What follows belongs to an exercise in optimizing a design on an open flow for small area and a short achievable clock period; a production flow would make more cautious choices. Where RTL was checked, it was by simulation tests only, not by an equivalence proof against the original.

// mac
module mac(
    input [15:0] x1,
    input [15:0] x2,
    input clk,
    input rst,
    input en,
    output [39:0] y
    );
Settings: LEC_CHECK=0, ABC_AREA=1, CAP_MARGIN=20, CORE_MARGIN=2, CORE_UTILIZATION=40, SETUP_SLACK_MARGIN=5, SLEW_MARGIN=20, SYNTH_HIERARCHICAL=1; clock period 12.0 ns.
standard.sh (not shown) runs the stock make flow with config.mk's settings and CLKGATE_MAP_FILE= SYNTH_SCRIPT=/design/flow/synth_recipe.tcl, a recipe that flattens the netlist after the stock synthesis.
==> flow/flow/run.sh <==
#!/bin/bash
MARGIN=${MARGIN:-6}
bash standard.sh SETUP_SLACK_MARGIN=$MARGIN finish > standard.log 2>&1
Edit:
==> flow/flow/run.sh (replaced) <==
#!/bin/bash
# The standard layout (standard.sh: ORFS synthesis to final layout) with a
# few extra ORFS settings; the clock, constraints and synthesis script are
# unchanged. Settings come from flow/params.sh:
#   MARGIN      setup slack that repair_timing aims for (ns)
#   PORTBUF     cell used to buffer every input and output port
#   EXTRA       further ORFS make variables
set -u
. flow/params.sh
bash standard.sh SETUP_SLACK_MARGIN=$MARGIN "BUFFER_PORTS_ARGS=-buffer_cell $PORTBUF" $EXTRA finish > standard.log 2>&1
==> flow/flow/params.sh (new file) <==
MARGIN=7
PORTBUF=sky130_fd_sc_hd__buf_2
EXTRA=""
What happened: The new run passed the timing, DRC and antenna checks; sequential share of layout area went down by 3.9 points; flip-flop and latch count is unchanged; die area stays the same; utilization went up by 12 points; synthesized area stays the same; routed wire length went up by 22%.
Edit:
==> flow/flow/run.sh (replaced) <==
#!/bin/bash
MARGIN=${MARGIN:-6}
bash standard.sh SETUP_SLACK_MARGIN=$MARGIN "BUFFER_PORTS_ARGS=-buffer_cell sky130_fd_sc_hd__buf_1" finish > standard.log 2>&1
removed: flow/flow/params.sh
The new run completed without violations; setup slack loses 0.39 ns; register-to-register slack improved by 0.44 ns; via count went down by 11%; sequential share of layout area increases by 5.0 points; global-route usage is lower by 2.5 points; synthesized cell count does not change; die area does not change.
Edit:
==> flow/flow/run.sh (replaced) <==
#!/bin/bash
MARGIN=${MARGIN:-6.5}
bash standard.sh SETUP_SLACK_MARGIN=$MARGIN "BUFFER_PORTS_ARGS=-buffer_cell sky130_fd_sc_hd__buf_2" finish > standard.log 2>&1
After rerunning:
- maximum frequency climbs by 6.1%
- cell count hardly moves
- cell area is higher by 3.6%
- count of clock-buffer cells in the layout goes up by 1
No functional check of the RTL was part of any run of this note.

---

mac, a different RTL version from the one above (not shown whole).
For scale: about 890 cells after synthesis, about 72 flip-flops, roughly 75 I/O pins, roughly 0.0090 mm2 of cells after synthesis.
==> flow/config.mk <==
export PLATFORM = sky130hd
export DESIGN_NAME = mac
export DESIGN_NICKNAME = mac
export VERILOG_FILES = /design/flow/design.v
export SDC_FILE = /design/flow/constraint.sdc
export NUM_CORES = 4
export LEC_CHECK = 0
export ABC_AREA = 1
export CAP_MARGIN = 20
export CORE_MARGIN = 2
export CORE_UTILIZATION = 60
export CTS_BUF_LIST = sky130_fd_sc_hd__clkbuf_4 sky130_fd_sc_hd__clkbuf_8
export SETUP_SLACK_MARGIN = 5
export SLEW_MARGIN = 20
export SYNTH_HIERARCHICAL = 1
export TNS_END_PERCENT = 5
==> flow/constraint.sdc <==
create_clock -name core_clock -period 12.0 [get_ports {clk}]
set_input_delay 2.4000 -clock core_clock [delete_from_list [all_inputs] [get_ports {clk}]]
set_output_delay 2.4000 -clock core_clock [all_outputs]
set_load 0.01 [all_outputs]
==> flow/flow/run.sh <==
#!/bin/bash
# The standard layout (standard.sh: ORFS synthesis to final layout) with a
# few extra ORFS settings; the clock, constraints and synthesis script are
# unchanged. Settings come from flow/params.sh:
#   MARGIN      setup slack that repair_timing aims for (ns)
#   PORTBUF     cell used to buffer every input and output port
#   EXTRA       further ORFS make variables
set -u
. flow/params.sh
bash standard.sh SETUP_SLACK_MARGIN=$MARGIN "BUFFER_PORTS_ARGS=-buffer_cell $PORTBUF" $EXTRA finish > standard.log 2>&1
==> flow/flow/params.sh <==
MARGIN=6.6
PORTBUF=sky130_fd_sc_hd__buf_1
EXTRA="ABC_LOAD_IN_FF=2"
The starting point finished clean.
Then changed:
==> flow/flow/params.sh (replaced) <==
MARGIN=6.5
PORTBUF=sky130_fd_sc_hd__buf_1
EXTRA="ABC_LOAD_IN_FF=2 SKIP_LAST_GASP=1"
--- a/flow/config.mk
+++ b/flow/config.mk
@@ -15,2 +15 @@
 export SYNTH_HIERARCHICAL = 1
-export TNS_END_PERCENT = 5
Effect:
- The new run finished clean
- hold slack hardly moves
- final area came out lower by 1.5%
- non-clock buffer count is lower by 13
- fmax decreases by 0.86%
- die area is unchanged
- worst setup slack gets worse by 47 ps
- area after synthesis does not change
Then changed:
==> flow/flow/params.sh (replaced) <==
MARGIN=6.8
PORTBUF=sky130_fd_sc_hd__buf_1
EXTRA="ABC_LOAD_IN_FF=2"
What happened: Critical path depth is higher by 2. Via count went up by about 3.2%. Final cell count goes up by about 3.6%. Final area climbs by 11%. Utilization is higher by 7.3 points. Register-to-register slack improved by 240 ps. Clock skew is about the same. Worst setup slack gets better by 160 ps.
Then changed:
==> flow/flow/params.sh (replaced) <==
MARGIN=6.5
PORTBUF=sky130_fd_sc_hd__buf_1
EXTRA="ABC_LOAD_IN_FF=2"
Setup slack gets worse by 160 ps.
Global-route usage fell by 0.39 points.
Sequential cell count is unchanged.
Non-clock buffer count fell by 41.
Wire length fell by 4.9%.
Sequential share of layout area rose by 1.8 points.
Area after synthesis stays the same.
First-iteration DRC count rose by 20%.
Core utilization fell by 7.3 points.
Then changed:
==> flow/flow/params.sh (replaced) <==
MARGIN=6.5
PORTBUF=sky130_fd_sc_hd__buf_1
EXTRA="MATCH_CELL_FOOTPRINT=0"
Result: Synthesized area stays flat; sequential share of layout area hardly moves; flip-flop and latch count does not change; final area barely changes; setup slack got worse by 20 ps.
Then changed:
==> flow/flow/params.sh (replaced) <==
MARGIN=6.5
PORTBUF=sky130_fd_sc_hd__buf_1
EXTRA="ABC_LOAD_IN_FF=2"
--- a/flow/config.mk
+++ b/flow/config.mk
@@ -15 +15,2 @@
 export SYNTH_HIERARCHICAL = 1
+export TNS_END_PERCENT = 5
The changed run completed with no timing, DRC or antenna violations.
Count of clock-buffer cells in the layout came out lower by 1.
Sequential share of layout area is higher by 0.15 points.
Die area hardly moves.
Final cell count barely changes.
Hold slack gets better by 5.8 ps.
Core utilization goes down by 0.29 points.
Final area goes down by 0.82%.
Setup slack loses 18 ps.
First-iteration DRC count increases by 2.7%.
Critical path depth stays the same.

-- separate check: timing with driven ports --
How much do the figures lean on ideal ports? The routed layouts below were timed once more, with nothing changed but the port constraints. Step 1 (the two cells are an assumption about what drives the block):
set clk [get_ports {clk}]
set_driving_cell -lib_cell sky130_fd_sc_hd__clkbuf_16 $clk
set_driving_cell -lib_cell sky130_fd_sc_hd__buf_2 [delete_from_list [all_inputs] $clk]
Step 2 adds t to the input delays and takes it off the output delays; t is the mean of the earliest and latest rising clock arrival at the registers after step 1. Input paths then give back, and output paths get back, about the clock's delay inside the block. Three values: ideal ports, drivers, drivers and shift; two values: the first two.
run | t, ns | setup WS [ns] | worst register clock-pin slew, ns
the first run of note 1 | 0.394 | 6.225 / 6.179 / 5.873 | 0.07 / 0.07
the second run of note 1 | 0.394 | 6.662 / 6.618 / 6.286 | 0.08 / 0.08
the third run of note 1 | 0.398 | 6.273 / 6.225 / 5.936 | 0.07 / 0.07
the fourth run of note 1 | 0.388 | 6.602 / 6.620 / 6.236 | 0.07 / 0.07
the first run of note 2 | 0.418 | 6.638 / 6.649 / 6.239 | 0.08 / 0.08
the second run of note 2 | 0.418 | 6.592 / 6.574 / 6.182 | 0.09 / 0.09
the third run of note 2 | 0.404 | 6.754 / 6.775 / 6.370 | 0.08 / 0.08
the fourth run of note 2 | 0.418 | 6.592 / 6.574 / 6.182 | 0.09 / 0.09
the fifth run of note 2 | 0.405 | 6.571 / 6.586 / 6.181 | 0.08 / 0.08
the sixth run of note 2 | 0.417 | 6.553 / 6.569 / 6.156 | 0.09 / 0.09
After both steps every run listed still meets setup and hold.
